Background: an optimization exercise with open tools, aiming at small area and a short achievable clock period. Do not read the settings as production practice. Function was checked by simulation only, so behaviour that the tests miss may differ from the original. No activity file was given, so power comes from the tool's default toggle rates.

==> design.v <==
module alu16_reg (
    input             clk,
    input      [15:0] valA,
    input      [15:0] valB,
    input      [ 3:0] aluop,
    input             shift_Dir,
    input             rotator_Dir,
    input             sub,
    output reg [ 3:0] cc,
    output reg [15:0] result
);
    reg [15:0] a_q, b_q;
    reg [ 3:0] op_q;
    reg        sd_q, rd_q, sub_q;
    wire [ 3:0] cc_d;
    wire [15:0] result_d;
    always @(posedge clk) begin
        a_q   <= valA;
        b_q   <= valB;
        op_q  <= aluop;
        sd_q  <= shift_Dir;
        rd_q  <= rotator_Dir;
        sub_q <= sub;
        cc     <= cc_d;
        result <= result_d;
    end
    ALU16 u_alu (a_q, b_q, op_q, sd_q, rd_q, sub_q, cc_d, result_d);
endmodule

module FA(a, b, c, cout, sum);
	input	a, b, c;
	output cout, sum;
	assign {cout,sum} = a + b + c;
endmodule
module HA(a, b, cout, sum);
	input	a, b;
	output	cout, sum;
	assign {cout,sum} = a + b;
endmodule
module BOOTH(data, sel);
	input[2:0]data;
	output[2:0]sel;
	reg[2:0]sel;
	always @(data) begin
		case(data)
			3'b000 : begin sel = 3'd3; end
			3'b010 : begin sel = 3'd4; end
			3'b100 : begin sel = 3'd1; end 
			3'b110 : begin sel = 3'd2; end 
			3'b001 : begin sel = 3'd4; end 
			3'b011 : begin sel = 3'd5; end 
			3'b101 : begin sel = 3'd2; end 
			3'b111 : begin sel = 3'd3; end 
		endcase
	end
endmodule
module PPGen (din, sel, dout, sign);
	input[15:0]	din;
	input[2:0]	sel;
	output[16:0]	dout;
	output	sign;
	reg[16:0]	dout;
	reg	sign;
	always @(sel or din) begin 
		casex(sel) 
			3'd1: begin dout = ~{din, 1'b0}; sign = 1'b1; end
			3'd2: begin dout = ~{din[15], din}; sign = 1'b1; end
			3'd3: begin dout = 17'b0; sign = 1'b0; end
			3'd4: begin dout = {din[15], din}; sign = 1'b0; end
			3'd5: begin dout = {din, 1'b0}; sign = 1'b0; end
			default : begin dout = 17'bX; sign = 1'bX; end
		endcase
	end
endmodule
module CSA20 (a, b, c, cout, sum);
	input[19:0]	a;
	input[19:0]	b;
	input[19:0]	c;
	output[19:0]	cout, sum;
	FA fadd19(a[19],b[19],c[19],cout[19],sum[19]);
	FA fadd18(a[18],b[18],c[18],cout[18],sum[18]);
	FA fadd17(a[17],b[17],c[17],cout[17],sum[17]);
	FA fadd16(a[16],b[16],c[16],cout[16],sum[16]);
	FA fadd15(a[15],b[15],c[15],cout[15],sum[15]);
	FA fadd14(a[14],b[14],c[14],cout[14],sum[14]);
	FA fadd13(a[13],b[13],c[13],cout[13],sum[13]);
	FA fadd12(a[12],b[12],c[12],cout[12],sum[12]);
	FA fadd11(a[11],b[11],c[11],cout[11],sum[11]);
	FA fadd10(a[10],b[10],c[10],cout[10],sum[10]);
	FA fadd9(a[9],b[9],c[9],cout[9],sum[9]);
	FA fadd8(a[8],b[8],c[8],cout[8],sum[8]);
	FA fadd7(a[7],b[7],c[7],cout[7],sum[7]);
	FA fadd6(a[6],b[6],c[6],cout[6],sum[6]);
	FA fadd5(a[5],b[5],c[5],cout[5],sum[5]);
	FA fadd4(a[4],b[4],c[4],cout[4],sum[4]);
	FA fadd3(a[3],b[3],c[3],cout[3],sum[3]);
	FA fadd2(a[2],b[2],c[2],cout[2],sum[2]);
	FA fadd1(a[1],b[1],c[1],cout[1],sum[1]);
	FA fadd0(a[0],b[0],c[0],cout[0],sum[0]);
endmodule
module CSA19_HA (a, b, cout, sum);
	input[18:0]a;
	input[18:0]b;
	output[18:0]cout, sum;
	HA hadd18(a[18],b[18],cout[18],sum[18]);
	HA hadd17(a[17],b[17],cout[17],sum[17]);
	HA hadd16(a[16],b[16],cout[16],sum[16]);
	HA hadd15(a[15],b[15],cout[15],sum[15]);
	HA hadd14(a[14],b[14],cout[14],sum[14]);
	HA hadd13(a[13],b[13],cout[13],sum[13]);
	HA hadd12(a[12],b[12],cout[12],sum[12]);
	HA hadd11(a[11],b[11],cout[11],sum[11]);
	HA hadd10(a[10],b[10],cout[10],sum[10]);
	HA hadd9(a[9],b[9],cout[9],sum[9]);
	HA hadd8(a[8],b[8],cout[8],sum[8]);
	HA hadd7(a[7],b[7],cout[7],sum[7]);
	HA hadd6(a[6],b[6],cout[6],sum[6]);
	HA hadd5(a[5],b[5],cout[5],sum[5]);
	HA hadd4(a[4],b[4],cout[4],sum[4]);
	HA hadd3(a[3],b[3],cout[3],sum[3]);
	HA hadd2(a[2],b[2],cout[2],sum[2]);
	HA hadd1(a[1],b[1],cout[1],sum[1]);
	HA hadd0(a[0],b[0],cout[0],sum[0]);
endmodule
module CPA32(x, y, cin, cout, sum);
   input [31:0] x, y;
   input cin;
   output [31:0] sum;
   output cout;
   wire [30:0] c;
   FA FA0(.a(x[0]), .b(y[0]), .c(cin), .sum(sum[0]), .cout(c[0]));
   FA FA1(.a(x[1]), .b(y[1]), .c(c[0]), .sum(sum[1]), .cout(c[1]));
   FA FA2(.a(x[2]), .b(y[2]), .c(c[1]), .sum(sum[2]), .cout(c[2]));
   FA FA3(.a(x[3]), .b(y[3]), .c(c[2]), .sum(sum[3]), .cout(c[3]));
   FA FA4(.a(x[4]), .b(y[4]), .c(c[3]), .sum(sum[4]), .cout(c[4]));
   FA FA5(.a(x[5]), .b(y[5]), .c(c[4]), .sum(sum[5]), .cout(c[5]));
   FA FA6(.a(x[6]), .b(y[6]), .c(c[5]), .sum(sum[6]), .cout(c[6]));
   FA FA7(.a(x[7]), .b(y[7]), .c(c[6]), .sum(sum[7]), .cout(c[7]));
   FA FA8(.a(x[8]), .b(y[8]), .c(c[7]), .sum(sum[8]), .cout(c[8]));
   FA FA9(.a(x[9]), .b(y[9]), .c(c[8]), .sum(sum[9]), .cout(c[9]));
   FA FA10(.a(x[10]), .b(y[10]), .c(c[9]), .sum(sum[10]), .cout(c[10]));
   FA FA11(.a(x[11]), .b(y[11]), .c(c[10]), .sum(sum[11]), .cout(c[11]));
   FA FA12(.a(x[12]), .b(y[12]), .c(c[11]), .sum(sum[12]), .cout(c[12]));
   FA FA13(.a(x[13]), .b(y[13]), .c(c[12]), .sum(sum[13]), .cout(c[13]));
   FA FA14(.a(x[14]), .b(y[14]), .c(c[13]), .sum(sum[14]), .cout(c[14]));
   FA FA15(.a(x[15]), .b(y[15]), .c(c[14]), .sum(sum[15]), .cout(c[15]));
	FA FA16(.a(x[16]), .b(y[16]), .c(c[15]), .sum(sum[16]), .cout(c[16]));
   FA FA17(.a(x[17]), .b(y[17]), .c(c[16]), .sum(sum[17]), .cout(c[17]));
   FA FA18(.a(x[18]), .b(y[18]), .c(c[17]), .sum(sum[18]), .cout(c[18]));
   FA FA19(.a(x[19]), .b(y[19]), .c(c[18]), .sum(sum[19]), .cout(c[19]));
   FA FA20(.a(x[20]), .b(y[20]), .c(c[19]), .sum(sum[20]), .cout(c[20]));
   FA FA21(.a(x[21]), .b(y[21]), .c(c[20]), .sum(sum[21]), .cout(c[21]));
   FA FA22(.a(x[22]), .b(y[22]), .c(c[21]), .sum(sum[22]), .cout(c[22]));
   FA FA23(.a(x[23]), .b(y[23]), .c(c[22]), .sum(sum[23]), .cout(c[23]));
	FA FA24(.a(x[24]), .b(y[24]), .c(c[23]), .sum(sum[24]), .cout(c[24]));
   FA FA25(.a(x[25]), .b(y[25]), .c(c[24]), .sum(sum[25]), .cout(c[25]));
   FA FA26(.a(x[26]), .b(y[26]), .c(c[25]), .sum(sum[26]), .cout(c[26]));
   FA FA27(.a(x[27]), .b(y[27]), .c(c[26]), .sum(sum[27]), .cout(c[27]));
   FA FA28(.a(x[28]), .b(y[28]), .c(c[27]), .sum(sum[28]), .cout(c[28]));
   FA FA29(.a(x[29]), .b(y[29]), .c(c[28]), .sum(sum[29]), .cout(c[29]));
   FA FA30(.a(x[30]), .b(y[30]), .c(c[29]), .sum(sum[30]), .cout(c[30]));
   FA FA31(.a(x[31]), .b(y[31]), .c(c[30]), .sum(sum[31]), .cout(cout));
endmodule
module BoothMultiplier(x, y, result, ov);
	input[15:0]x;		 
	input[15:0]y;		 
	output[15:0]result;		 
	output ov;
	wire [31:0] z;
	wire [2:0] sel0;	 
	wire [2:0] sel1;
	wire [2:0] sel2;
	wire [2:0] sel3;
	wire [2:0] sel4;
	wire [2:0] sel5;
	wire [2:0] sel6;
	wire [2:0] sel7;
	wire [16:0] psum0;  
	wire [16:0] psum1;
	wire [16:0] psum2;
	wire [16:0] psum3;
	wire [16:0] psum4;
	wire [16:0] psum5;
	wire [16:0] psum6;
	wire [16:0] psum7;
	wire [19:0] sum0;	  
	wire [19:0] sum1;
	wire [19:0] sum2;
	wire [19:0] sum3;
	wire [19:0] sum4;
	wire [19:0] sum5;
	wire [18:0] sum6;
	wire [19:0]carry0;	 
	wire [19:0]carry1;
	wire [19:0]carry2;
	wire [19:0]carry3;
	wire [19:0]carry4;
	wire [19:0]carry5;
	wire [18:0]carry6;
	wire cout; 			 
	wire sign0;	 
	wire sign1;
	wire sign2;
	wire sign3;
	wire sign4;
	wire sign5;
	wire sign6;
	wire sign7;
	BOOTH booth0(.data({y[1:0],1'b0}), .sel(sel0));
	BOOTH booth1(.data(y[3:1]), .sel(sel1));
	BOOTH booth2(.data(y[5:3]), .sel(sel2));
	BOOTH booth3(.data(y[7:5]), .sel(sel3));
	BOOTH booth4(.data(y[9:7]), .sel(sel4));
	BOOTH booth5(.data(y[11:9]), .sel(sel5));
	BOOTH booth6(.data(y[13:11]), .sel(sel6));
	BOOTH booth7(.data(y[15:13]), .sel(sel7));
	PPGen ppgen0(.din(x),.sel(sel0),.dout(psum0),.sign(sign0));
	PPGen ppgen1(.din(x),.sel(sel1),.dout(psum1),.sign(sign1));
	PPGen ppgen2(.din(x),.sel(sel2),.dout(psum2),.sign(sign2));
	PPGen ppgen3(.din(x),.sel(sel3),.dout(psum3),.sign(sign3));
	PPGen ppgen4(.din(x),.sel(sel4),.dout(psum4),.sign(sign4));
	PPGen ppgen5(.din(x),.sel(sel5),.dout(psum5),.sign(sign5));
	PPGen ppgen6(.din(x),.sel(sel6),.dout(psum6),.sign(sign6));
	PPGen ppgen7(.din(x),.sel(sel7),.dout(psum7),.sign(sign7));
	CSA20  csa0(
		.a ({3'b0,~psum0[16],psum0[16],psum0[16:2]}),
		.b ({2'b0,1'b1,~psum1[16],psum1[15:0]}),
		.c ({1'b1,~psum2[16],psum2[15:0],2'b0}),
		.cout (carry0),
		.sum (sum0));
	CSA20  csa1(
		.a ({2'b0, sum0[19:2]}),                    
		.b ({1'b0, carry0[19:2],sign2}),          
		.c ({1'b1, ~psum3[16],psum3[15:0],2'b0}), 
		.cout (carry1),
		.sum (sum1));
	CSA20  csa2(
		.a ({2'b0, sum1[19:2]}),                  
		.b ({1'b0, carry1[19:2],sign3}),          
		.c ({1'b1, ~psum4[16],psum4[15:0],2'b0}), 
		.cout (carry2),
		.sum (sum2));
	CSA20  csa3(
		.a ({2'b0, sum2[19:2]}),                  
		.b ({1'b0, carry2[19:2],sign4}),         
		.c ({1'b1, ~psum5[16],psum5[15:0],2'b0}), 
		.cout (carry3),
		.sum (sum3));
	CSA20  csa4(
		.a ({2'b0, sum3[19:2]}),                    
		.b ({1'b0, carry3[19:2],sign5}),          
		.c ({1'b1, ~psum6[16],psum6[15:0],2'b0}), 
		.cout (carry4),
		.sum (sum4));
	CSA20  csa5(
		.a ({2'b0, sum4[19:2]}),                  
		.b ({1'b0, carry4[19:2],sign6}),          
		.c ({1'b1, ~psum7[16],psum7[15:0],2'b0}), 
		.cout (carry5),
		.sum (sum5));
	CSA19_HA  csa6(
		.a ({1'b0,sum5[19:2]}),                
		.b ({carry5[19:2],sign7}),                  
		.cout (carry6),
		.sum (sum6));
	CPA32 cpa0(
		.x ({sum6[17:0],sum5[1:0],sum4[1:0],sum3[1:0],sum2[1:0],sum1[1:0],sum0[1:0],psum0[1:0]}),
		.y ({carry6[16:0],carry5[1:0],carry4[1:0],carry3[1:0],carry2[1:0],carry1[1:0],carry0[1:0],sign1,1'b0,sign0}),
		.cin (1'b0),
		.sum (z),
		.cout (cout));
	assign ov = z[16];
	assign result = z[15:0];
endmodule
module KoggeStoneAdder(x, y, cin, cout, sum);
	input [15:0] x, y; 
	input cin;  
	output cout; 
	output [15:0] sum; 
	wire [15:0] G_Z, P_Z;  
	wire [15:0] G_A, P_A;  
	wire [15:0] G_B, P_B;  
	wire [15:0] G_C, P_C;  
	wire [15:0] G_D, P_D;  
	wire [15:0] G_E, P_E;  
	wire [16:1] c;			  
	input_cell level_Z0(x[0], y[0], P_Z[0], G_Z[0]); 
	input_cell level_Z1(x[1], y[1], P_Z[1], G_Z[1]); 
	input_cell level_Z2(x[2], y[2], P_Z[2], G_Z[2]); 
	input_cell level_Z3(x[3], y[3], P_Z[3], G_Z[3]); 
	input_cell level_Z4(x[4], y[4], P_Z[4], G_Z[4]); 
	input_cell level_Z5(x[5], y[5], P_Z[5], G_Z[5]); 
	input_cell level_Z6(x[6], y[6], P_Z[6], G_Z[6]); 
	input_cell level_Z7(x[7], y[7], P_Z[7], G_Z[7]); 
	input_cell level_Z8(x[8], y[8], P_Z[8], G_Z[8]); 
	input_cell level_Z9(x[9], y[9], P_Z[9], G_Z[9]); 
	input_cell level_Z10(x[10], y[10], P_Z[10], G_Z[10]); 
	input_cell level_Z11(x[11], y[11], P_Z[11], G_Z[11]); 
	input_cell level_Z12(x[12], y[12], P_Z[12], G_Z[12]); 
	input_cell level_Z13(x[13], y[13], P_Z[13], G_Z[13]); 
	input_cell level_Z14(x[14], y[14], P_Z[14], G_Z[14]); 
	input_cell level_Z15(x[15], y[15], P_Z[15], G_Z[15]); 
	black_cell level_0A(P_Z[0], G_Z[0], 0, cin, P_A[0], G_A[0]);
	black_cell level_1A(P_Z[1], G_Z[1], P_Z[0], G_Z[0], P_A[1], G_A[1]);
	black_cell level_2A(P_Z[2], G_Z[2], P_Z[1], G_Z[1], P_A[2], G_A[2]);
	black_cell level_3A(P_Z[3], G_Z[3], P_Z[2], G_Z[2], P_A[3], G_A[3]);
	black_cell level_4A(P_Z[4], G_Z[4], P_Z[3], G_Z[3], P_A[4], G_A[4]);
	black_cell level_5A(P_Z[5], G_Z[5], P_Z[4], G_Z[4], P_A[5], G_A[5]);
	black_cell level_6A(P_Z[6], G_Z[6], P_Z[5], G_Z[5], P_A[6], G_A[6]);
	black_cell level_7A(P_Z[7], G_Z[7], P_Z[6], G_Z[6], P_A[7], G_A[7]);
	black_cell level_8A(P_Z[8], G_Z[8], P_Z[7], G_Z[7], P_A[8], G_A[8]);
	black_cell level_9A(P_Z[9], G_Z[9], P_Z[8], G_Z[8], P_A[9], G_A[9]);
	black_cell level_10A(P_Z[10], G_Z[10], P_Z[9], G_Z[9], P_A[10], G_A[10]);
	black_cell level_11A(P_Z[11], G_Z[11], P_Z[10], G_Z[10], P_A[11], G_A[11]);
	black_cell level_12A(P_Z[12], G_Z[12], P_Z[11], G_Z[11], P_A[12], G_A[12]);
	black_cell level_13A(P_Z[13], G_Z[13], P_Z[12], G_Z[12], P_A[13], G_A[13]);
	black_cell level_14A(P_Z[14], G_Z[14], P_Z[13], G_Z[13], P_A[14], G_A[14]);
	black_cell level_15A(P_Z[15], G_Z[15], P_Z[14], G_Z[14], P_A[15], G_A[15]);
	black_cell level_1B(P_A[1], G_A[1], 0, cin, P_B[1], G_B[1]);
	black_cell level_2B(P_A[2], G_A[2], P_A[0], G_A[0], P_B[2], G_B[2]);
	black_cell level_3B(P_A[3], G_A[3], P_A[1], G_A[1], P_B[3], G_B[3]);
	black_cell level_4B(P_A[4], G_A[4], P_A[2], G_A[2], P_B[4], G_B[4]);
	black_cell level_5B(P_A[5], G_A[5], P_A[3], G_A[3], P_B[5], G_B[5]);
	black_cell level_6B(P_A[6], G_A[6], P_A[4], G_A[4], P_B[6], G_B[6]);
	black_cell level_7B(P_A[7], G_A[7], P_A[5], G_A[5], P_B[7], G_B[7]);
	black_cell level_8B(P_A[8], G_A[8], P_A[6], G_A[6], P_B[8], G_B[8]);
	black_cell level_9B(P_A[9], G_A[9], P_A[7], G_A[7], P_B[9], G_B[9]);
	black_cell level_10B(P_A[10], G_A[10], P_A[8], G_A[8], P_B[10], G_B[10]);
	black_cell level_11B(P_A[11], G_A[11], P_A[9], G_A[9], P_B[11], G_B[11]);
	black_cell level_12B(P_A[12], G_A[12], P_A[10], G_A[10], P_B[12], G_B[12]);
	black_cell level_13B(P_A[13], G_A[13], P_A[11], G_A[11], P_B[13], G_B[13]);
	black_cell level_14B(P_A[14], G_A[14], P_A[12], G_A[12], P_B[14], G_B[14]);
	black_cell level_15B(P_A[15], G_A[15], P_A[13], G_A[13], P_B[15], G_B[15]);
	black_cell level_3C(P_B[3], G_B[3], 0, cin, P_C[3], G_C[3]);
	black_cell level_4C(P_B[4], G_B[4], P_A[0], G_A[0], P_C[4], G_C[4]);
	black_cell level_5C(P_B[5], G_B[5], P_B[1], G_B[1], P_C[5], G_C[5]);
	black_cell level_6C(P_B[6], G_B[6], P_B[2], G_B[2], P_C[6], G_C[6]);
	black_cell level_7C(P_B[7], G_B[7], P_B[3], G_B[3], P_C[7], G_C[7]);
	black_cell level_8C(P_B[8], G_B[8], P_B[4], G_B[4], P_C[8], G_C[8]);
	black_cell level_9C(P_B[9], G_B[9], P_B[5], G_B[5], P_C[9], G_C[9]);
	black_cell level_10C(P_B[10], G_B[10], P_B[6], G_B[6], P_C[10], G_C[10]);
	black_cell level_11C(P_B[11], G_B[11], P_B[7], G_B[7], P_C[11], G_C[11]);
	black_cell level_12C(P_B[12], G_B[12], P_B[8], G_B[8], P_C[12], G_C[12]);
	black_cell level_13C(P_B[13], G_B[13], P_B[9], G_B[9], P_C[13], G_C[13]);
	black_cell level_14C(P_B[14], G_B[14], P_B[10], G_B[10], P_C[14], G_C[14]);
	black_cell level_15C(P_B[15], G_B[15], P_B[11], G_B[11], P_C[15], G_C[15]);
	black_cell level_7D(P_C[7], G_C[7], 0, cin, P_D[7], G_D[7]);
	black_cell level_8D(P_C[8], G_C[8], P_A[0], G_A[0], P_D[8], G_D[8]);
	black_cell level_9D(P_C[9], G_C[9], P_B[1], G_B[1], P_D[9], G_D[9]);
	black_cell level_10D(P_C[10], G_C[10], P_B[2], G_B[2], P_D[10], G_D[10]);
	black_cell level_11D(P_C[11], G_C[11], P_C[3], G_C[3], P_D[11], G_D[11]);
	black_cell level_12D(P_C[12], G_C[12], P_C[4], G_C[4], P_D[12], G_D[12]);
	black_cell level_13D(P_C[13], G_C[13], P_C[5], G_C[5], P_D[13], G_D[13]);
	black_cell level_14D(P_C[14], G_C[14], P_C[6], G_C[6], P_D[14], G_D[14]);
	black_cell level_15D(P_C[15], G_C[15], P_C[7], G_C[7], P_D[15], G_D[15]);
	black_cell level_15E(P_D[15], G_D[15], 0, cin, P_E[15], G_E[15]);	
	carry_eval_cell carry_1(P_A[0],G_A[0],cin,c[1]);
	carry_eval_cell carry_2(P_B[1],G_B[1],cin,c[2]);
	carry_eval_cell carry_3(P_B[2],G_B[2],cin,c[3]);
	carry_eval_cell carry_4(P_C[3],G_C[3],cin,c[4]);
	carry_eval_cell carry_5(P_C[4],G_C[4],cin,c[5]);
	carry_eval_cell carry_6(P_C[5],G_C[5],cin,c[6]);
	carry_eval_cell carry_7(P_C[6],G_C[6],cin,c[7]);
	carry_eval_cell carry_8(P_D[7],G_D[7],cin,c[8]);
	carry_eval_cell carry_9(P_D[8],G_D[8],cin,c[9]);
	carry_eval_cell carry_10(P_D[9],G_D[9],cin,c[10]);
	carry_eval_cell carry_11(P_D[10],G_D[10],cin,c[11]);
	carry_eval_cell carry_12(P_D[11],G_D[11],cin,c[12]);
	carry_eval_cell carry_13(P_D[12],G_D[12],cin,c[13]);
	carry_eval_cell carry_14(P_D[13],G_D[13],cin,c[14]);
	carry_eval_cell carry_15(P_D[14],G_D[14],cin,c[15]);
	carry_eval_cell carry_16(P_E[15],G_E[15],cin,c[16]);
	assign sum[0] = cin ^ P_Z[0];
	assign sum[1] = c[1] ^ P_Z[1];
	assign sum[2] = c[2] ^ P_Z[2];
	assign sum[3] = c[3] ^ P_Z[3];
	assign sum[4] = c[4] ^ P_Z[4];
	assign sum[5] = c[5] ^ P_Z[5];
	assign sum[6] = c[6] ^ P_Z[6];
	assign sum[7] = c[7] ^ P_Z[7];
	assign sum[8] = c[8] ^ P_Z[8];
	assign sum[9] = c[9] ^ P_Z[9];
	assign sum[10] = c[10] ^ P_Z[10];
	assign sum[11] = c[11] ^ P_Z[11];
	assign sum[12] = c[12] ^ P_Z[12];
	assign sum[13] = c[13] ^ P_Z[13];
	assign sum[14] = c[14] ^ P_Z[14];
	assign sum[15] = c[15] ^ P_Z[15];
	assign cout = c[16];  
endmodule  
module input_cell(a,b,p,g);
	input a, b;
	output p,g;
	assign p = a ^ b;
	assign g = a & b;
endmodule
module black_cell(Pim, Gim, Pmj, Gmj, P, G);  
	input Pim, Gim, Pmj, Gmj;
	output G, P; 
	assign P = Pim & Pmj;
	assign G = Gim | (Pim & Gmj); 
endmodule
module carry_eval_cell(Pi0, Gi0, c0, ci);  
	input Pi0, Gi0, c0;
	output ci;
	assign ci = Gi0 | (Pi0 & c0);
endmodule
module Shift_16bit_Ar (shift, lr, in, ov, out);
	output[15:0]out;								 
	output ov;
	input[3:0]shift;								 
	input lr;										 
	input[15:0]in;
	wire[15:0]ta;
	wire[15:0]tb;
	wire[15:0]tc;
	wire[15:0]td;
	wire ov0, ov1, ov2, ov3;
	assign ov0 = lr ? 1'b0 : (shift[0] ? (in[15:15] ? 1'b1 : 1'b0) :1'b0);
	assign ov1 = lr ? 1'b0 : (shift[1] ? (in[15:15] ? 1'b1 : 1'b0) :1'b0);
	assign ov2 = lr ? 1'b0 : (shift[2] ? (in[15:15] ? 1'b1 : 1'b0) :1'b0);
	assign ov3 = lr ? 1'b0 : (shift[3] ? (in[15:15] ? 1'b1 : 1'b0) :1'b0);
	assign ta = shift[0] ? (lr ? {in[14:0], 1'b0} : {in[15:15], in[15:1]}) : in;  
	assign tb = shift[1] ? (lr ? {ta[13:0], 2'b0} : {in[15:15],in[15:15], ta[15:2]}) : ta;  
	assign tc = shift[2] ? (lr ? {tb[11:0], 4'b0} : {in[15:15],in[15:15],in[15:15],in[15:15], tb[15:4]}) : tb;  
	assign td = shift[3] ? (lr ? {tc[7:0], 8'b0} : {in[15:15],in[15:15],in[15:15],in[15:15],in[15:15],in[15:15],in[15:15],in[15:15], tc[15:8]}) : tc;  
	assign ov = ov0 | ov1 | ov2 | ov3;
	assign out = td;
endmodule
module Shift_16bit_Lo (shift, lr, in, ov, out);
	output[15:0]out;								 
	output ov;
	input[3:0]shift;								 
	input lr;										 
	input[15:0]in;
	wire[15:0]ta;
	wire[15:0]tb;
	wire[15:0]tc;
	wire[15:0]td;
	wire ov0, ov1, ov2, ov3;
	assign ov0 = lr ? 1'b0 : (shift[0] ? (in[15:15] ? 1'b1 : 1'b0) :1'b0);
	assign ov1 = lr ? 1'b0 : (shift[1] ? (in[15:15] ? 1'b1 : 1'b0) :1'b0);
	assign ov2 = lr ? 1'b0 : (shift[2] ? (in[15:15] ? 1'b1 : 1'b0) :1'b0);
	assign ov3 = lr ? 1'b0 : (shift[3] ? (in[15:15] ? 1'b1 : 1'b0) :1'b0);
	assign ta = shift[0] ? (lr ? {in[14:0], 1'b0} : {1'b0, in[15:1]}) : in;  
	assign tb = shift[1] ? (lr ? {ta[13:0], 2'b0} : {2'b0, ta[15:2]}) : ta;  
	assign tc = shift[2] ? (lr ? {tb[11:0], 4'b0} : {4'b0, tb[15:4]}) : tb;  
	assign td = shift[3] ? (lr ? {tc[7:0], 8'b0} : {8'b0, tc[15:8]}) : tc;  
	assign ov = ov0 | ov1 | ov2 | ov3;
	assign out = td;
endmodule
module Rotator_16bit (shift, lr, in, out);
	output[15:0]out;								 
	input[3:0]shift;								 
	input lr;										 
	input[15:0]in;
	wire[15:0]ta;
	wire[15:0]tb;
	wire[15:0]tc;
	wire[15:0]td;
	assign ta = shift[0] ? (lr ? {in[14:0], in[15]} : {in[0], in[15:1]}) : in;  
	assign tb = shift[1] ? (lr ? {ta[13:0], ta[15:14]} : {ta[1:0], ta[15:2]}) : ta;  
	assign tc = shift[2] ? (lr ? {tb[11:0], tb[15:12]} : {tb[3:0], tb[15:4]}) : tb;  
	assign td = shift[3] ? (lr ? {tc[7:0], tc[15:8]} : {tc[7:0], tc[15:8]}) : tc;  
	assign out = td;
endmodule
module ALU16 (valA, valB, aluop, shift_Dir, rotator_Dir, sub, cc, result);
	input [15:0] valA;
	input [15:0] valB;
	input [ 3:0] aluop;
	input          sub;
	input shift_Dir;
	input rotator_Dir;
	output [ 3:0] cc;
	output [15:0] result;
	wire [15:0] and16b, or16b, add_out, svalB, result;
	wire [15:0] Ar_out, Lo_out, rotator_out, Mul_out, not16b, xor16b;
	wire shift_co, add_co, mul_co;
	wire shift_ov_Lo, shift_ov_Ar;
	wire [3:0] cc;
	wire N,Z,C,V;
	assign and16b = valA & valB;																 
	assign or16b = valA | valB;																 
	assign not16b = ~valB;																		 
	assign xor16b = valA ^ valB;																 
	Shift_16bit_Ar myShifterAr (valB, shift_Dir, valA, shift_ov_Lo, Ar_out);	 
	Shift_16bit_Lo myShifterLo (valB, shift_Dir, valA, shift_ov_Ar, Lo_out);	 
	Rotator_16bit myRotator (valB, rotator_Dir, valA, rotator_out); 
	assign svalB = sub ? ~valB : valB;
	KoggeStoneAdder myAdder(valA, svalB, sub, add_co, add_out);						 
	BoothMultiplier myBooth (valA, valB, Mul_out, mul_co);							 
	assign result =
		(aluop == 4'd0) ? add_out :														 
		(aluop == 4'd1) ? add_out :														 
		(aluop == 4'd2) ? Lo_out :															 
		(aluop == 4'd3) ? Ar_out :															 
		(aluop == 4'd4) ? Lo_out :															 
		(aluop == 4'd5) ? rotator_out :													 
		(aluop == 4'd6) ? rotator_out :													 
		(aluop == 4'd7) ? Mul_out :														 
		(aluop == 4'd8) ? and16b :															 
		(aluop == 4'd9) ? or16b :															 
		(aluop == 4'd10) ? not16b :														 
		(aluop == 4'd11) ? xor16b : 16'd0;												 
	assign N = result[15];																	 
	assign Z = ~|result;																		 
	assign C =	(aluop==4'd0) ? add_co :												 
					(aluop==4'd7) ? mul_co : 1'b0;										 
	assign V =  (aluop == 4'd2 ) ? shift_ov_Lo :							 
					(aluop == 4'd4) ? shift_ov_Ar :										 
					(aluop == 4'd0 ) ? (~valA[15] & ~svalB[15] & add_out[15]) | (valA[15] & svalB[15] & ~add_out[15]) : 1'b0;  
	assign cc = {N,Z,C,V};
endmodule
==> run.sh <==
#!/bin/bash
# synth_recipe.tcl (not shown) runs the flow's synth.tcl, then flattens the netlist and writes it again
# the make line also repeats each setting of config.mk as NAME=value (left out here)
make -C /OpenROAD-flow-scripts/flow DESIGN_CONFIG=/design/flow/config.mk WORK_HOME=/design/flow/orfs CLKGATE_MAP_FILE= SYNTH_SCRIPT=/design/flow/synth_recipe.tcl finish
==> config.mk <==
export PLATFORM = sky130hd
export DESIGN_NAME = alu16_reg
export DESIGN_NICKNAME = alu16_reg
export VERILOG_FILES = /design/flow/design.v
export SDC_FILE = /design/flow/constraint.sdc
export NUM_CORES = 4
export LEC_CHECK = 0
export CAP_MARGIN = 20
export CORE_MARGIN = 2
export CORE_UTILIZATION = 40
export SLEW_MARGIN = 20
==> constraint.sdc <==
create_clock -name core_clock -period 8.5 [get_ports {clk}]
set_input_delay 1.7000 -clock core_clock [delete_from_list [all_inputs] [get_ports {clk}]]
set_output_delay 1.7000 -clock core_clock [all_outputs]
set_load 0.01 [all_outputs]
==> flow_summary_export.csv, run 1 <==
group,metric,value,unit
floorplan,io_pins,60,
worst_setup_path,cp-end-kind,"register",
global_route,grt_max_degree,76,
sta,worstMarginPinSlew,1120,ps
yosys,synthCells,1635,
pwr,netSwitchingPower,0.00173,W
sta,slew_violations,0,
global_route,grt_first_pass_wirelength,73500,um
pwr,combPwrFrac,0.745,
yosys,synth_fa_ha_area_frac,0.170,
worst_setup_path,worstPathArrival,8440,ps
finish,final_core_util,0.450,
detailed_routing,post_drt_wl_per_cell,24.0,um
sta,maxSlewHeadroom,0.240,
detailed_routing,viasPerCell,6.32,
floorplan,rows,64,
yosys,ys_top_cells_by_area,"dfxtp_1 13%, fa_1 9.0%, ha_1 8.0%",
worst_setup_path,slowest_delay,540,ps
sta,tns,0,ps
finish,synthToLayoutAreaGrowth,10.9,%
yosys,synth_top_family_by_area,"compound AO/OA/AOI/OAI gates",
pwr,p_per_area,262,nW/um2
pwr,pwr-share-seq,0.134,
finish,antenna_cells,0,
floorplan,die-area,32500,um2
pwr,ir_drop,0.356,mV
pwr,clock_power_share,0.120,
pwr,switching_share,0.479,
yosys,async_reset_ff_frac,0,
sta,fmax,0.123,GHz
worst_setup_path,critPathKind,"reg2reg",
place,port_buffers,59,
worst_setup_path,critPathBufInv,2,
global_route,overflow,0,
yosys,yosys.area.top_type,"dfxtp_1",
detailed_routing,routed_wirelength,48600,um
sta,finalCritPeriodShare,0.959,
sta,fin_skew,14.9,ps
yosys,synth_xor_area_frac,0.0338,
sta,rsz0062_at_grt,"false",
yosys,synth_mux_area_frac,0.144,
sta,hold_violations,0,
worst_setup_path,cp_max_fo,13,
clock_tree,cts.sinks,82,
detailed_routing,drc_errors,0,
yosys,syn-num-nets,1810,
detailed_routing,first_iter_violations,1480,
clock_tree,cts_buffers,9,
yosys,ys_types,69,
run,maxCapViolCount,0,
floorplan,start_util,0.406,
clock_tree,clock_path_buffers,2,
place,gp_congestion,0.976,
clock_tree,htree_levels,3,
pwr,leakage,5.63,nW
finish,layout_commonest_cell,"nand2_1",
yosys,syn_area,12400,um2
pwr,intPower,0.00188,W
place,dpl_worst_slack,63.1,ps
sta,fin_crit,8150,ps
detailed_routing,ant_nets,0,
clock_tree,clock_latency,370,ps
yosys,synth.yosys.seq_area_share,0.132,
clock_tree,cts.clk_slew.worst_paths,90,ps
yosys,avgSynthCellArea,7.60,um2
sta,setup_viol_count_final,0,
detailed_routing,vias,12800,
global_route,grt_use_total,0.293,
finish,stdcell_count,2022,
finish,fillCellCount,3122,
place,placedCellCount,2006,
worst_setup_path,crit_top_cell,"fa_1",
worst_setup_path,cp_top_family,"adder cells",
worst_setup_path,slowest_stage,"fa_1",
finish,layout-drive-gt1-share,0.107,
yosys,synth_edf_count,0,
yosys,synth-seq-cells,82,
worst_setup_path,worstPathRequired,8790,ps
clock_tree,cts_root_buf,"clkbuf_16",
yosys,yosysWarningCount,11,
run_status,status,"complete, no violations",
hold_path,hold_class,"reg2reg",
sta,setup_ws,350,ps
worst_setup_path,worstSetupStartpointType,"register",
yosys,yosys.area_share.simple,0.143,
global_route,grt_pass1_vias,11900,
clock_tree,cts_setup_buffers,0,
clock_tree,ctsResizeCount,0,
yosys,synth_top_cell_area_share,0.132,
finish,nNetsFinal,1796,
yosys,synth-compound-area-share,0.285,
detailed_routing,firstDrtPassIters,6,
place,dp_hpwl,36100,um
finish,layout_common_cells,"148 x nand2_1, 134 x o21ai_0, 121 x nor2_1",
yosys,synth_top_flop_cell,"dfxtp_1",
clock_tree,tritoncts,"built",
floorplan,die_y,180,um
floorplan,die_width,180,um
floorplan,core_region_area,30600,um2
clock_tree,cts_hold_buf,0,
global_route,antenna_found_initial,0,
==> power by group through the flow <==
stage / clock, W / combinational [W] / sequential [W]
after floorplan: 0 / 0.00192 / 0.000471
after detailed placement: 0 / 0.00263 / 0.000492
after global routing: 0.000451 / 0.00302 / 0.000490
after global placement: 0 / 0.00263 / 0.000490
final: 0.000434 / 0.00269 / 0.000485
after CTS: 0.000438 / 0.00266 / 0.000483
==> per-stage QoR <==
step	total power [W]	cell area, um2	hold WS, ps
floorplan	0.00240	12400	656
global placement	0.00312	13400	805
detailed placement	0.00312	13400	808
CTS	0.00358	13700	808
global route	0.00396	13800	862
finish	0.00361	13800	832
==> cells by family after synthesis <==
| kind of cell | after synthesis |
|---|---|
| AOI/OAI and AO/OA | 551 |
| xor gates and xnor gates | 48 |
| adders and majority gates | 135 |
| buffers and inverters | 288 |
| DFF | 82 |
| muxes | 132 |
| and+or+nand+nor | 399 |
==> routing by layer <==
metal / up-vias / GRT usage / routed length, um
met1: 6080 / 0.383 / 20000
met5: - / 0 / 0
met3: 152 / 0.0418 / 3570
li1: 5876 / - / -
met2: 665 / 0.462 / 21900
met4: 0 / 0.168 / 3110
==> worst register-to-register path, cell delays in order, from the launching register on <==
cell and delay [ps]:
dfxtp_1 460, buf_4 240, a21oi_1 90, a21oi_1 220, fa_1 470, ha_1 290, inv_1 50, fa_1 460
fa_2 390, fa_2 390, fa_1 420, fa_1 430, fa_1 430, fa_1 430, fa_1 440, fa_2 390
fa_1 420, fa_1 430, fa_1 540, nand2_1 60, nand3_1 100, o221ai_2 120, o21ai_1 120, o32ai_1 120
or3_1 350, nor4_2 230
==> sequential cells by signal, summed over array words and instances (netlist names) <==
register and count:
a_q 16, cc 4, u_alu.myBooth.ppgen5.sel 3, result 15, u_alu.myBooth.ppgen1.sel 3, u_alu.myBooth.ppgen6.sel 3, b_q 16, u_alu.myBooth.ppgen7.sel 3
rd_q 1, u_alu.myBooth.ppgen2.sel 3, sd_q 1, sub_q 1, op_q 4, u_alu.myBooth.ppgen0.sel 3, u_alu.myBooth.ppgen4.sel 3, u_alu.myBooth.ppgen3.sel 3
==> synth_stat cells, types with 4 or more instances <==
cell type	number
o22a_1	4
nand2_1	148
nor2_1	121
o21ai_0	135
a211oi_1	26
dfxtp_1	82
inv_1	115
o22ai_1	85
nor2b_1	19
o32a_1	4
o311ai_0	5
buf_4	4
fa_1	56
mux2i_1	75
mux2_2	16
nor4_1	10
nor3_1	20
a311oi_1	5
buf_2	19
xnor2_1	24
nand2b_1	23
clkinv_1	8
xor2_1	24
mux4_2	34
a22o_1	53
a21oi_1	116
clkbuf_1	100
ha_1	79
mux2_1	5
o221ai_1	5
o21a_1	9
buf_1	37
a31oi_1	15
and2_1	6
buf_6	4
nand3_1	27
o211ai_1	11
a21o_1	6
or3_1	8
o31ai_1	6
a22oi_1	20
o32ai_1	6
a221oi_1	12
o21bai_1	6
==> path summary, 6_finish.rpt <==
path,from,end,slack [ps],depth (start not counted)
worst max-delay path,u_alu.myBooth.ppgen1.sel[1],cc[2],350,25
worst min register to register,op_q[2],cc[0],830,2
worst min-delay path,op_q[2],cc[0],830,2
worst max register to register,u_alu.myBooth.ppgen1.sel[1],cc[2],350,25
==> layout make-up <==
type	instances	area [um2]	area share
Clock buffer	9	225	0.0164
Clock inverter	7	81.3	0.00591
Inverter	124	465	0.0338
Multi-Input combinational cell	1265	9650	0.701
Sequential cell	82	1660	0.120
Tap cell	396	495	0.0360
Timing Repair Buffer	139	1190	0.0868
==> run 2, diff against run 1 <==
==> design.v (replaced) <==
module alu16_reg (
    input             clk,
    input      [15:0] valA,
    input      [15:0] valB,
    input      [ 3:0] aluop,
    input             shift_Dir,
    input             rotator_Dir,
    input             sub,
    output reg [ 3:0] cc,
    output reg [15:0] result
);
    reg [15:0] a_q, b_q;
    reg [ 3:0] op_q;
    reg        sd_q, rd_q, sub_q;
    wire [ 3:0] cc_d;
    wire [15:0] result_d;
    always @(posedge clk) begin
        a_q   <= valA;
        b_q   <= valB;
        op_q  <= aluop;
        sd_q  <= shift_Dir;
        rd_q  <= rotator_Dir;
        sub_q <= sub;
        cc     <= cc_d;
        result <= result_d;
    end
    ALU16 u_alu (a_q, b_q, op_q, sd_q, rd_q, sub_q, cc_d, result_d);
endmodule

module ALU16 (valA, valB, aluop, shift_Dir, rotator_Dir, sub, cc, result);
	input  [15:0] valA;
	input  [15:0] valB;
	input  [ 3:0] aluop;
	input         shift_Dir;
	input         rotator_Dir;
	input         sub;
	output [ 3:0] cc;
	output [15:0] result;
	wire [15:0] sb = valB ^ {16{sub}};
	wire [16:0] addr = {1'b0, valA} + {1'b0, sb} + {16'd0, sub};
	wire [15:0] sum = addr[15:0];
	wire        co  = addr[16];
	wire [3:0]  s     = valB[3:0];
	wire        isrot = (aluop == 4'd5) | (aluop == 4'd6);
	wire        left  = isrot ? rotator_Dir : shift_Dir;
	wire [3:0]  r     = left ? s : (4'd0 - s);
	wire [31:0] dbl   = {valA, valA} << r;
	wire [15:0] rot   = dbl[31:16];
	wire [15:0] mleft = 16'hFFFF << s;
	wire [15:0] mright = 16'hFFFF >> s;
	wire [15:0] keep  = isrot ? 16'hFFFF : (left ? mleft : mright);
	wire        fill  = (aluop == 4'd3) & ~left & valA[15];
	wire [15:0] shr   = (rot & keep) | ({16{fill}} & ~keep);
	wire signed [15:0] ma = valA;
	wire signed [15:0] mb = valB;
	wire signed [16:0] prod = ma * mb;
	reg [15:0] res;
	always @(*) begin
		case (aluop)
			4'd0, 4'd1: res = sum;
			4'd2, 4'd3, 4'd4, 4'd5, 4'd6: res = shr;
			4'd7: res = prod[15:0];
			4'd8: res = valA & valB;
			4'd9: res = valA | valB;
			4'd10: res = ~valB;
			4'd11: res = valA ^ valB;
			default: res = 16'd0;
		endcase
	end
	assign result = res;
	wire N = res[15];
	wire Z = ~|res;
	wire C = (aluop == 4'd0) ? co : (aluop == 4'd7) ? prod[16] : 1'b0;
	wire V = (aluop == 4'd0) ? ((~valA[15] & ~sb[15] & sum[15]) | (valA[15] & sb[15] & ~sum[15])) :
	         ((aluop == 4'd2) | (aluop == 4'd4)) ? (~shift_Dir & (s != 4'd0) & valA[15]) : 1'b0;
	assign cc = {N, Z, C, V};
endmodule
==> run 2 against run 1 <==
  * Still clean on timing, DRC and antenna
  * Hold slack gained 30 ps
  * Total power shrank 21%
  * Maximum frequency grew 26%
  * Sequential share of layout area shrank 1.0 points
  * Via count shrank 36%
  * Die area shrank 24%
  * Non-clock buffer count shrank 69
  * Wire length shrank 36%
  * Synthesized cell count shrank 31%
  * Register-to-register slack gained 1700 ps
==> flow_summary_export.csv, run 2 <==
group,metric,value,unit
run_status,status,"complete, no violations",
pwr,combPwrFrac,0.730,
finish,antenna_cells,0,
worst_setup_path,slowest_stage,"dfxtp_1",
sta,fmax,0.155,GHz
clock_tree,htree_levels,3,
global_route,use_met2,0.398,
yosys,synth_top_flop_cell,"dfxtp_1",
global_route,overflow,0,
pwr,pwr-share-seq,0.122,
clock_tree,clock_path_buffers,2,
floorplan,die_width,157,um
global_route,top_usage_layer,"met2",
sta,slew_violations,0,
finish,layout_common_cells,"196 x inv_1, 114 x ha_1, 110 x nand2_1",
yosys,synth_commonest_cells,"196 x inv_1, 114 x ha_1, 110 x nand2_1",
global_route,grt_use_met3,0.0699,
worst_setup_path,worstPathCellList,"clkinv_1 > nor2_1 > fa_1 > inv_1 > fa_1 > inv_1 > ha_1 > fa_1 > fa_1 > inv_1 > fa_1 > inv_1 > ha_1 > or3_1 > or3_1 > o211ai_1 > xnor2_1 > a22oi_1 > o211ai_1 > or4_1 > nor4b_2",
hold_path,hold_depth,4,
clock_tree,cts_buffers,9,
pwr,clock_power_share,0.148,
worst_setup_path,rr_worst_depth,21,
yosys,synth_top_cell_area_share,0.203,
global_route,grt_use_total,0.259,
finish,regArea,1160,um2
clock_tree,cts_root_buf,"clkbuf_16",
pwr,leakage,4.97,nW
yosys,synthCells,1124,
worst_setup_path,cp-end-kind,"register",
place,port_buffers,59,
detailed_routing,vias,8134,
floorplan,rows,56,
worst_setup_path,critPathKind,"reg2reg",
global_route,grt_max_degree,37,
sta,setup_viol_count_final,0,
clock_tree,tritoncts,"built",
detailed_routing,firstDrtPassIters,5,
sta,finalCritPeriodShare,0.759,
sta,fin_skew,9.36,ps
yosys,async_reset_ff_frac,0,
finish,stdcell_count,1476,
sta,fin_crit,6450,ps
finish,layout_commonest_cell,"inv_1",
hold_path,hold_class,"reg2reg",
pwr,p_per_area,268,nW/um2
clock_tree,clock_latency,360,ps
sta,rsz0062_at_grt,"false",
detailed_routing,viasPerCell,5.51,
yosys,avgSynthCellArea,8.35,um2
global_route,antenna_found_initial,0,
sta,maxSlewHeadroom,0.382,
detailed_routing,first_iter_violations,682,
yosys,yosys.area.top_type,"fa_1",
place,placedCellCount,1460,
yosys,synth_edf_count,0,
floorplan,die-area,24700,um2
place,gp_congestion,0.947,
worst_setup_path,crit_top_cell,"fa_1",
clock_tree,cts.sinks,58,
pwr,netSwitchingPower,0.00137,W
detailed_routing,post_drt_wl_per_cell,20.9,um
sta,worstMarginPinSlew,925,ps
finish,multi_input_area,7230,um2
worst_setup_path,worstSetupStartpointType,"register",
global_route,grt_util_met1,0.348,
clock_tree,cts_hold_buf,0,
clock_tree,cts_setup_buffers,0,
yosys,syn-num-nets,1373,
pwr,switching_share,0.482,
floorplan,io_pins,60,
finish,layout-drive-gt1-share,0.0536,
floorplan,core_region_area,23300,um2
yosys,synth.yosys.seq_area_share,0.124,
place,dp_hpwl,24400,um
clock_tree,cts.clk_slew.worst_paths,60,ps
finish,nNetsFinal,1401,
pwr,intPower,0.00147,W
worst_setup_path,cp_max_fo,10,
finish,fillCellCount,2370,
detailed_routing,ant_nets,0,
yosys,syn_area,9390,um2
run,maxCapViolCount,0,
worst_setup_path,slowest_delay,630,ps
detailed_routing,routed_wirelength,30900,um
finish,synthToLayoutAreaGrowth,12.4,%
floorplan,start_util,0.404,
yosys,ys_top_cells_by_area,"fa_1 20%, ha_1 15%, dfxtp_1 12%",
yosys,yosysWarningCount,2,
worst_setup_path,worstPathArrival,6730,ps
sta,tns,0,ps
yosys,yosysMostFrequentCell,"inv_1",
floorplan,die_y,157,um
global_route,grt_pass1_vias,8170,
finish,top_regs,"a_q (16), b_q (16), result (15)",
pwr,ir_drop,0.182,mV
worst_setup_path,worstPathRequired,8770,ps
sta,hold_violations,0,
global_route,grt_first_pass_wirelength,47300,um
yosys,synth-seq-cells,58,
clock_tree,ctsResizeCount,0,
detailed_routing,drc_errors,0,
yosys,ys_types,71,
run 2: power groups by stage:
| stage | registers, W | logic [W] | clock network [W] |
|---|---|---|---|
| after floorplan | 0.000340 | 0.00145 | 0 |
| after global placement | 0.000350 | 0.00206 | 0 |
| after detailed placement | 0.000351 | 0.00208 | 0 |
| after CTS | 0.000345 | 0.00210 | 0.000424 |
| after global routing | 0.000349 | 0.00233 | 0.000433 |
| final | 0.000346 | 0.00207 | 0.000419 |
run 2: logic make-up after synthesis:
kind of cell,count (synthesis),share of synthesized area
adder cells (fa/ha/maj),209,0.355
buffers and inverters,255,0.106
flip-flops,58,0.124
XOR/XNOR,66,0.0636
AND/OR/NAND/NOR,294,0.142
multiplexers,38,0.0626
AO/OA/AOI/OAI,204,0.148
run 2: per-layer routing:
layer | up-vias | routed length (um) | part of all wire
met4 | 0 | 1050 | 0.034
met2 | 392 | 13500 | 0.44
met1 | 3920 | 13300 | 0.43
met5 | - | 0 | 0
met3 | 60 | 3000 | 0.097
li1 | 3762 | - | -
run 2: critical path, delay by kind of cell, from the launching register on:
| family | cells | cell delay (ps) |
|---|---|---|
| AOI/OAI and AO/OA | 3 | 570 |
| xor gates and xnor gates | 1 | 130 |
| adders and majority gates | 7 | 2660 |
| buffers and inverters | 5 | 620 |
| DFF | 1 | 630 |
| and+or+nand+nor | 5 | 1750 |
run 2: area by class of cell:
class | count | area share
Multi-Input combinational cell | 811 | 0.685
Sequential cell | 58 | 0.110
Inverter | 202 | 0.0719
Timing Repair Buffer | 70 | 0.0638
Tap cell | 319 | 0.0378
Clock buffer | 12 | 0.0243
Clock inverter | 4 | 0.00700
run 2: final timing paths:
check,startpoint,end,slack (ps)
min,a_q[15],cc[0],860
max reg2reg,a_q[3],cc[2],2050
max,a_q[3],cc[2],2050
min reg2reg,a_q[15],cc[0],860
run 2: per-stage QoR:
| step | util | setup slack, ps | power [W] | hold WS (ps) | cell area, um2 |
|---|---|---|---|---|---|
| 6_report | 0.454 | 2050 | 0.00283 | 862 | 10600 |
| 2_1_floorplan | - | 2030 | 0.00179 | 644 | 9390 |
| 3_3_place_gp | 0.439 | 2230 | 0.00241 | 855 | 10200 |
| 4_1_cts | 0.454 | 2120 | 0.00287 | 859 | 10600 |
| 3_5_place_dp | 0.439 | 2120 | 0.00243 | 850 | 10200 |
| 5_1_grt | 0.454 | 1730 | 0.00312 | 970 | 10600 |

==> afterwards: timing with drivers on the ports <==
How much do the figures lean on ideal ports? The routed layouts below were timed once more, with nothing changed but the port constraints.
Step 1 (the two cells are an assumption about what drives the block):
set clk [get_ports {clk}]
set_driving_cell -lib_cell sky130_fd_sc_hd__clkbuf_16 $clk
set_driving_cell -lib_cell sky130_fd_sc_hd__buf_2 [delete_from_list [all_inputs] $clk]
Step 2 moves the port delays by t, midway between the first and last clock arrival at a register: inputs arrive t later, outputs are due t later. That takes back most of the time a late clock gives input paths.
Three values: ideal, step 1, step 2; two values: the first two.
run | t (ns) | slack for setup (ns) | worst hold slack (ns) | latest minus earliest clock arrival (ns) | worst data-port slew with drivers (ns)
run 1 | 0.416 | 0.350 / 0.350 / 0.350 | 0.832 / 0.832 / 0.832 | 0.014 / 0.015 | 0.07
run 2 | 0.401 | 2.045 / 2.045 / 2.045 | 0.862 / 0.862 / 0.862 | 0.010 / 0.010 | 0.04
After both steps setup and hold are still met in every run listed.
